From an optimization exercise on the open Yosys and OpenROAD flow, aimed at small area, a short achievable clock period and few clock cycles; shortcuts taken in it are not production practice.
Only simulation tests tie the RTL to the original design; equivalence was not proved.
Power and IR drop assume default switching activity.

## TPU
module TPU(
    input         clk,
    input         rst_n,
    input         in_valid,
    input  [15:0] K,
    input  [7:0]  M,
    input  [7:0]  N,
    output reg    busy,
    output        A_wr_en,
    output [15:0] A_index,
    output [31:0] A_data_in,
    input  [31:0] A_data_out,
    output        B_wr_en,
    output [15:0] B_index0,
    output [15:0] B_index1,
    output [31:0] B_data_in,
    input  [31:0] B_data_out0,
    input  [31:0] B_data_out1,
    output        C_wr_en,
    output [15:0] C_index,
    output [127:0] C_data_in,
    input  [127:0] C_data_out
  );
For scale: roughly 2400 flip-flops, roughly 520 I/O pins, ~0.15 mm² of cells after synthesis.
==> flow/config.mk <==
export PLATFORM = sky130hd
export DESIGN_NAME = TPU
export DESIGN_NICKNAME = TPU
export VERILOG_FILES = /design/flow/design.v
export SDC_FILE = /design/flow/constraint.sdc
export NUM_CORES = 4
export LEC_CHECK = 0
export CAP_MARGIN = 20
export CORE_MARGIN = 2
export CORE_UTILIZATION = 60
export SLEW_MARGIN = 20
==> flow/constraint.sdc <==
create_clock -name core_clock -period 10.0 [get_ports {clk}]
set_input_delay 2.0000 -clock core_clock [delete_from_list [all_inputs] [get_ports {clk}]]
set_output_delay 2.0000 -clock core_clock [all_outputs]
set_load 0.01 [all_outputs]
standard.sh (not shown) runs the stock make flow with config.mk's settings and CLKGATE_MAP_FILE= SYNTH_SCRIPT=/design/flow/synth_recipe.tcl, a recipe that flattens the netlist after the stock synthesis.
==> flow/flow/run.sh <==
#!/bin/bash
# Layout flow: the standard ORFS flow (standard synthesis unchanged), with
# timing repair (floorplan, CTS, global route) aiming for SETUP_MARGIN ns of
# setup slack at the design's clock period, so that the layout is repaired
# towards a shorter achieved period. Everything else is standard.sh.
set -euo pipefail
SETUP_MARGIN=6.4
bash standard.sh SETUP_SLACK_MARGIN=$SETUP_MARGIN finish > make_finish.log 2>&1
Testbench counts at the start, summed over its fixed seeds: cycles 577,824.
==> next run, changes <==
--- a/flow/design.v
+++ b/flow/design.v
@@ -269,18 +269,15 @@
       rQ[j] <= Q[{wsel, j[1:0]}];
     end
   end
   genvar q;
   generate
     for (q = 0; q < 4; q = q + 1) begin : g_out
-      wire [1:0]  qv = {1'b0, rQ[q][0]} + {1'b0, rQ[q][1]} + 2'd1;
-      wire [15:0] nn = ~rN;
-      wire [15:0] hs = rH[q] ^ nn ^ {14'd0, qv};
-      wire [15:0] hc = (rH[q] & nn) | (rH[q] & {14'd0, qv}) | (nn & {14'd0, qv});
+      wire [15:0] hq = {15'd0, rQ[q][0]} + {15'd0, rQ[q][1]} - rN;
       always @*
-        c_row[127-32*q -: 32] = {hs, rS[q]} + {hc[14:0], 1'b0, rC[q]};
+        c_row[127-32*q -: 32] = {rH[q], rS[q]} + {16'd0, rC[q]} + {hq, 16'd0};
     end
   endgenerate
 endmodule
 module TPU(
     input         clk,
     input         rst_n,
@@ -311,56 +308,56 @@
   wire [7:0]  M_s = {M[7:1], M[0] | ~|M[7:1]};
   wire [7:0]  N_s = {N[7:1], N[0] | ~|N[7:1]};
   wire [15:0] K_s = {K[15:1], K[0] | ~|K[15:1]};
   reg [7:0]  Mr, Nr;
   reg [15:0] Kr;
   reg [7:0]  blkN;         
-  reg [15:0] Kp1, K1m;     
   reg        run;          
   reg [15:0] krem;         
   reg [2:0]  bub;          
   reg        tfirst;       
   reg        jfirst;       
   reg        newcol;       
   reg [7:0]  i_rm, i_cn;   
   reg [15:0] a_idx, b_idx0, b_idx1;
   reg        v0, f0, l0;
   reg [7:0]  mask0;
-  assign A_index  = a_out;
-  assign B_index0 = b_out0;
-  assign B_index1 = b_out1;
+  assign A_index  = a_idx;
+  assign B_index0 = b_idx0;
+  assign B_index1 = b_idx1;
   wire [2:0] i_mq1 = (i_rm >= 8'd4) ? 3'd3 : (i_rm[2:0] - 3'd1);    
   wire       i_h2  = (i_cn > 8'd4);
   wire [2:0] i_w1  = i_h2 ? {i_mq1[1:0], 1'b1} : i_mq1;              
   wire [7:0] i_mask;
   genvar gi;
   generate
     for (gi = 0; gi < 8; gi = gi + 1) begin : g_mask
       assign i_mask[7-gi] = (i_cn > gi);
     end
   endgenerate
   wire        slot    = run && (bub == 3'd0);
   wire        lastk   = (krem == 16'd1);
-  wire [15:0] b_step  = tfirst ? (newcol ? Kp1 : K1m) : 16'd1;
-  wire [15:0] a_st  = (jfirst || (tfirst && newcol)) ? 16'd0 : a_idx + 16'd1;
-  wire [15:0] b0_st = jfirst ? 16'd0 : b_idx0 + b_step;
-  wire [15:0] b1_st = jfirst ? Kr    : b_idx1 + b_step;
-  wire [15:0] a_nx  = slot ? a_st  : a_idx;
-  wire [15:0] b0_nx = slot ? b0_st : b_idx0;
-  wire [15:0] b1_nx = slot ? b1_st : b_idx1;
-  reg  [15:0] a_out, b_out0, b_out1;
+  wire [15:0] b_step  = tfirst ? (newcol ? Kr + 16'd1 : ~Kr + 16'd2) : 16'd1;
   always @(posedge clk)
   begin
-    a_idx  <= a_nx;
-    b_idx0 <= b0_nx;
-    b_idx1 <= b1_nx;
-    a_out  <= a_st;
-    b_out0 <= b0_st;
-    b_out1 <= b1_st;
     if (slot)
+    begin
+      if (jfirst)
+      begin
+        a_idx  <= 16'd0;
+        b_idx0 <= 16'd0;
+        b_idx1 <= Kr;
+      end
+      else
+      begin
+        a_idx  <= (tfirst && newcol) ? 16'd0 : a_idx + 16'd1;
+        b_idx0 <= b_idx0 + b_step;
+        b_idx1 <= b_idx1 + b_step;
+      end
       mask0 <= i_mask;
+    end
   end
   wire start = in_valid && !busy;
   always @(posedge clk or negedge rst_n)
   begin
     if (!rst_n)
     begin
@@ -533,14 +530,12 @@
         w_act <= 1'b0;
     end
   end
   always @(posedge clk)
   begin
     blkN <= (Nr + 8'd3) >> 2;
-    Kp1  <= Kr + 16'd1;
-    K1m  <= 16'd1 - Kr;
     if (start)
     begin
       Mr <= M_s;
       Nr <= N_s;
       Kr <= K_s;
       t_rm <= M_s;
Outcome:
- area after synthesis fell by a few percent
- clock-buffer cell count fell by 21
- worst setup slack gains 0.10 ns
- total power drops by a few percent
- utilization is higher by 0.61 points
- design area decreases slightly
- fmax came out higher by a few percent
- non-clock buffer count rises by 113
- sequential power hardly moves
- synthesized cell count goes down by a few percent
- combinational power decreases by a few percent
- global-route usage went down by 0.91 points
- critical path depth climbs by 8
Testbench counts after the change, summed over its fixed seeds: cycles 577,824.

[afterwards: timing with drivers on the ports]
No port has a modelled driver above. Below, the same layouts with a new extraction and two added sets of constraints. Step 1 (the two cells are an assumption about what drives the block):
set clk [get_ports {clk}]
set_driving_cell -lib_cell sky130_fd_sc_hd__clkbuf_16 $clk
set_driving_cell -lib_cell sky130_fd_sc_hd__buf_2 [delete_from_list [all_inputs] $clk]
Step 2 moves the port delays by t, midway between the first and last clock arrival at a register: inputs arrive t later, outputs are due t later. That takes back most of the time a late clock gives input paths. Slacks: ideal ports / drivers / drivers and shift; pairs: ideal ports / drivers.
run | shift t [ns] | setup slack, ns | worst setup path at the end
the first run | 1.036 | 6.123 / 6.123 / 5.761 | input to register
the second run | 1.027 | 6.226 / 6.226 / 5.777 | input to register
After both steps setup and hold are still met in every run listed. The setup slack of the second run, which loses most, moves by 0.000 ns with the drivers and by -0.449 ns with both steps.
